Context: an optimization exercise on an open-source flow, tuned for small area, a short achievable clock period and few clock cycles per item. The choices shown serve that exercise and are no tape-out recipe.
The RTL was checked by simulation tests, not by an equivalence proof against the original design.

==> build 25 <==
==> flow/design.v (excerpt) <==
module simple_modular_adder(a,b,clk,rst,out,done);
input [255:0] a,b;
input clk,rst;
output [255:0] out;
output done;
wire [254:6] hs;
wire [62:0] bg, bp;
wire [31:0] pg, pp, eg;
wire [5:0] l0, l1;
wire c0, c1;
ma_low u_low(.a(a[4:0]), .b(b[4:0]), .x5(a[5] ^ b[5]), .l0(l0), .l1(l1), .c0(c0), .c1(c1));
ma_blk4 u_a0(.a(a[9:6]), .b(b[9:6]), .al(a[5]), .bl(b[5]), .hs(hs[9:6]), .bg(bg[0]), .bp(bp[0]));
ma_blk4 u_a1(.a(a[13:10]), .b(b[13:10]), .al(a[9]), .bl(b[9]), .hs(hs[13:10]), .bg(bg[1]), .bp(bp[1]));
ma_blk4 u_a2(.a(a[17:14]), .b(b[17:14]), .al(a[13]), .bl(b[13]), .hs(hs[17:14]), .bg(bg[2]), .bp(bp[2]));
ma_blk4 u_a3(.a(a[21:18]), .b(b[21:18]), .al(a[17]), .bl(b[17]), .hs(hs[21:18]), .bg(bg[3]), .bp(bp[3]));
ma_blk4 u_a4(.a(a[25:22]), .b(b[25:22]), .al(a[21]), .bl(b[21]), .hs(hs[25:22]), .bg(bg[4]), .bp(bp[4]));
ma_blk4 u_a5(.a(a[29:26]), .b(b[29:26]), .al(a[25]), .bl(b[25]), .hs(hs[29:26]), .bg(bg[5]), .bp(bp[5]));
ma_blk4 u_a6(.a(a[33:30]), .b(b[33:30]), .al(a[29]), .bl(b[29]), .hs(hs[33:30]), .bg(bg[6]), .bp(bp[6]));
ma_blk4 u_a7(.a(a[37:34]), .b(b[37:34]), .al(a[33]), .bl(b[33]), .hs(hs[37:34]), .bg(bg[7]), .bp(bp[7]));
ma_blk4 u_a8(.a(a[41:38]), .b(b[41:38]), .al(a[37]), .bl(b[37]), .hs(hs[41:38]), .bg(bg[8]), .bp(bp[8]));
ma_blk4 u_a9(.a(a[45:42]), .b(b[45:42]), .al(a[41]), .bl(b[41]), .hs(hs[45:42]), .bg(bg[9]), .bp(bp[9]));
ma_blk4 u_a10(.a(a[49:46]), .b(b[49:46]), .al(a[45]), .bl(b[45]), .hs(hs[49:46]), .bg(bg[10]), .bp(bp[10]));
ma_blk4 u_a11(.a(a[53:50]), .b(b[53:50]), .al(a[49]), .bl(b[49]), .hs(hs[53:50]), .bg(bg[11]), .bp(bp[11]));
ma_blk4 u_a12(.a(a[57:54]), .b(b[57:54]), .al(a[53]), .bl(b[53]), .hs(hs[57:54]), .bg(bg[12]), .bp(bp[12]));
ma_blk4 u_a13(.a(a[61:58]), .b(b[61:58]), .al(a[57]), .bl(b[57]), .hs(hs[61:58]), .bg(bg[13]), .bp(bp[13]));
ma_blk4 u_a14(.a(a[65:62]), .b(b[65:62]), .al(a[61]), .bl(b[61]), .hs(hs[65:62]), .bg(bg[14]), .bp(bp[14]));
  ...
export LEC_CHECK = 0
export CAP_MARGIN = 20
export CORE_MARGIN = 2
export CORE_UTILIZATION = 40
export CTS_CLUSTER_DIAMETER = 60
export CTS_CLUSTER_SIZE = 25
export SETUP_SLACK_MARGIN = 2.45
export SLEW_MARGIN = 20
export SYNTH_HIERARCHICAL = 1
create_clock -name core_clock -period 5.0 [get_ports {clk}]
standard.sh (not shown) runs the stock make flow with config.mk's settings and CLKGATE_MAP_FILE= SYNTH_SCRIPT=/design/flow/synth_recipe.tcl, a recipe that flattens the netlist after the stock synthesis.
==> flow/flow/run.sh <==
#!/bin/bash
# Layout flow: the standard ORFS flow (standard.sh), run on a config (own.mk) that
# includes the standard flow's config.mk and adds two settings:
#  - the port buffers are the smallest plain buffer, sky130_fd_sc_hd__buf_1, instead of
#    the delay cell buffer_ports picks by default (every port still gets its buffer);
#  - slow cells with long PMOS stacks (3- and 4-input OR/NOR and some complex AOI/OAI
#    gates) are added to the platform's don't-use list.
# Synthesis, registers, floorplan, power grid, tap cells, CTS and routing are the standard
# flow's. The make output goes to standard.log; ORFS keeps each step's log under orfs/logs.
set -euo pipefail
here=$(pwd)
cat > own.mk <<EOM
include $here/config.mk
export BUFFER_PORTS_ARGS = -buffer_cell sky130_fd_sc_hd__buf_1
export DONT_USE_CELLS = sky130_fd_sc_hd__nor3_1 sky130_fd_sc_hd__nor3_2 sky130_fd_sc_hd__nor3_4 sky130_fd_sc_hd__nor3b_1 sky130_fd_sc_hd__nor3b_2 sky130_fd_sc_hd__nor3b_4 sky130_fd_sc_hd__nor4_1 sky130_fd_sc_hd__nor4_2 sky130_fd_sc_hd__nor4_4 sky130_fd_sc_hd__nor4b_1 sky130_fd_sc_hd__nor4b_2 sky130_fd_sc_hd__nor4b_4 sky130_fd_sc_hd__nor4bb_1 sky130_fd_sc_hd__nor4bb_2 sky130_fd_sc_hd__nor4bb_4 sky130_fd_sc_hd__or3_1 sky130_fd_sc_hd__or3_2 sky130_fd_sc_hd__or3_4 sky130_fd_sc_hd__or3b_1 sky130_fd_sc_hd__or3b_2 sky130_fd_sc_hd__or3b_4 sky130_fd_sc_hd__or4_1 sky130_fd_sc_hd__or4_2 sky130_fd_sc_hd__or4_4 sky130_fd_sc_hd__or4b_1 sky130_fd_sc_hd__or4b_2 sky130_fd_sc_hd__or4b_4 sky130_fd_sc_hd__or4bb_1 sky130_fd_sc_hd__or4bb_2 sky130_fd_sc_hd__or4bb_4  sky130_fd_sc_hd__a2111o_1 sky130_fd_sc_hd__a2111o_2 sky130_fd_sc_hd__a2111o_4 sky130_fd_sc_hd__a2111oi_0 sky130_fd_sc_hd__a2111oi_1 sky130_fd_sc_hd__a2111oi_2 sky130_fd_sc_hd__a2111oi_4 sky130_fd_sc_hd__a222oi_1 sky130_fd_sc_hd__a2bb2o_1 sky130_fd_sc_hd__a2bb2o_2 sky130_fd_sc_hd__a2bb2o_4 sky130_fd_sc_hd__a2bb2oi_1 sky130_fd_sc_hd__a2bb2oi_2 sky130_fd_sc_hd__a2bb2oi_4 sky130_fd_sc_hd__a311o_1 sky130_fd_sc_hd__a311o_2 sky130_fd_sc_hd__a311o_4 sky130_fd_sc_hd__a311oi_1 sky130_fd_sc_hd__a311oi_2 sky130_fd_sc_hd__a311oi_4 sky130_fd_sc_hd__a32o_1 sky130_fd_sc_hd__a32o_2 sky130_fd_sc_hd__a32o_4 sky130_fd_sc_hd__a32oi_1 sky130_fd_sc_hd__a32oi_2 sky130_fd_sc_hd__a32oi_4 sky130_fd_sc_hd__a41o_1 sky130_fd_sc_hd__a41o_2 sky130_fd_sc_hd__a41o_4 sky130_fd_sc_hd__a41oi_1 sky130_fd_sc_hd__a41oi_2 sky130_fd_sc_hd__a41oi_4 sky130_fd_sc_hd__o2111a_1 sky130_fd_sc_hd__o2111a_2 sky130_fd_sc_hd__o2111a_4 sky130_fd_sc_hd__o2111ai_1 sky130_fd_sc_hd__o2111ai_2 sky130_fd_sc_hd__o2111ai_4 sky130_fd_sc_hd__o2bb2a_1 sky130_fd_sc_hd__o2bb2a_2 sky130_fd_sc_hd__o2bb2a_4 sky130_fd_sc_hd__o2bb2ai_1 sky130_fd_sc_hd__o2bb2ai_2 sky130_fd_sc_hd__o2bb2ai_4 sky130_fd_sc_hd__o311a_1 sky130_fd_sc_hd__o311a_2 sky130_fd_sc_hd__o311a_4 sky130_fd_sc_hd__o311ai_0 sky130_fd_sc_hd__o311ai_1 sky130_fd_sc_hd__o311ai_2 sky130_fd_sc_hd__o311ai_4 sky130_fd_sc_hd__o32a_1 sky130_fd_sc_hd__o32a_2 sky130_fd_sc_hd__o32a_4 sky130_fd_sc_hd__o32ai_1 sky130_fd_sc_hd__o32ai_2 sky130_fd_sc_hd__o32ai_4 sky130_fd_sc_hd__o41a_1 sky130_fd_sc_hd__o41a_2 sky130_fd_sc_hd__o41a_4 sky130_fd_sc_hd__o41ai_1 sky130_fd_sc_hd__o41ai_2 sky130_fd_sc_hd__o41ai_4 
EOM
sed "s#DESIGN_CONFIG=[^ ]*#DESIGN_CONFIG=$here/own.mk#" standard.sh > own.sh
bash own.sh > standard.log 2>&1
==> inputs of build 63, as changes to build 25 <==
- SETUP_SLACK_MARGIN: 2.45 -> 2.3
==> inputs of trial 68, as changes to build 25 <==
- SETUP_SLACK_MARGIN: 2.45 -> 2.3
- SYNTH_MINIMUM_KEEP_SIZE: unset -> 200
==> inputs of build 22, as changes to build 25 <==
- SETUP_SLACK_MARGIN: 2.45 -> 2.3
- SYNTH_HIERARCHICAL: 1 -> 0
==> results.cfg <==
[run_status]
status = finished clean

[finish]
multi_input_area_mm2 = 0.0117
final_util_pct = 50.4
buffers = 797

[global_routing]
grt_antenna_before_repair = 13

[placement]
place_area_mm2 = 0.0295
placed_cells = 3870
-- figures above: trial 68

==> results.cfg <==
[power]
powerComb_uw = 3050
design_power_total_uw = 13300
p_int_uw = 9050

[finish]
n_antenna_cell = 8
buffers = 827
multi_input_area_mm2 = 0.0149
final_util_pct = 54.2

[sta]
drv_slew = 0

[run_status]
status = finished clean

[placement]
place_area_mm2 = 0.0299

[global_routing]
grt_antenna_before_repair = 11
-- figures above: build 25

==> results.cfg <==
[run_status]
status = finished clean

[placement]
placed_cells = 3378

[route]
drc_errors = 0

[finish]
final_util_pct = 52.3
fillers = 5459
buffers = 792
nonClkBufAreaFrac_pct = 9.64
multi_input_area_mm2 = 0.0140

[critical_path]
worstReg2RegEnd = res[147]

[global_routing]
grt_antenna_before_repair = 15
-- figures above: build 63

==> results.cfg <==
[run_status]
status = finished clean

[finish]
multi_input_area_mm2 = 0.0122
final_util_pct = 50.9
buffers = 821

[placement]
placed_cells = 3971

[global_routing]
grt_antenna_before_repair = 4
-- figures above: build 22

Testbench counts of build 25, summed over its fixed seeds: cycles 1,024, items 512.
Testbench counts of build 63, summed over its fixed seeds: cycles 1,024, items 512.
Testbench counts of trial 68, summed over its fixed seeds: cycles 1,024, items 512.
Testbench counts of build 22, summed over its fixed seeds: cycles 1,024, items 512.

what the ideal ports hide:
Ports are ideal in the flow. The routed layouts listed here were re-timed in OpenROAD.
Step 1, drivers: a clkbuf_16 drives clk and a buf_2 each remaining input, both assumed.
Step 2 adds t to the input delays and takes it off the output delays; t is the mean of the earliest and latest rising clock arrival at the registers after step 1. Input paths then give back, and output paths get back, about the clock's delay inside the block.
Three values: ideal ports, drivers, drivers and shift; two values: the first two.
| run | shift t [ns] | setup WS [ns] | worst hold slack (ns) |
|---|---|---|---|
| build 25 | 0.629 | 2.356 / 2.356 / 1.862 | 0.414 / 0.414 / 0.414 |
| build 63 | 0.647 | 2.310 / 2.310 / 1.800 | 0.420 / 0.420 / 0.420 |
| trial 68 | 0.642 | 2.338 / 2.338 / 1.787 | 0.422 / 0.422 / 0.422 |
| build 22 | 0.643 | 2.296 / 2.296 / 1.763 | 0.416 / 0.416 / 0.416 |
After both steps every run listed still meets setup and hold. For trial 68, which loses most, drivers alone change the setup slack by 0.000 ns; drivers and shift together by -0.551 ns.
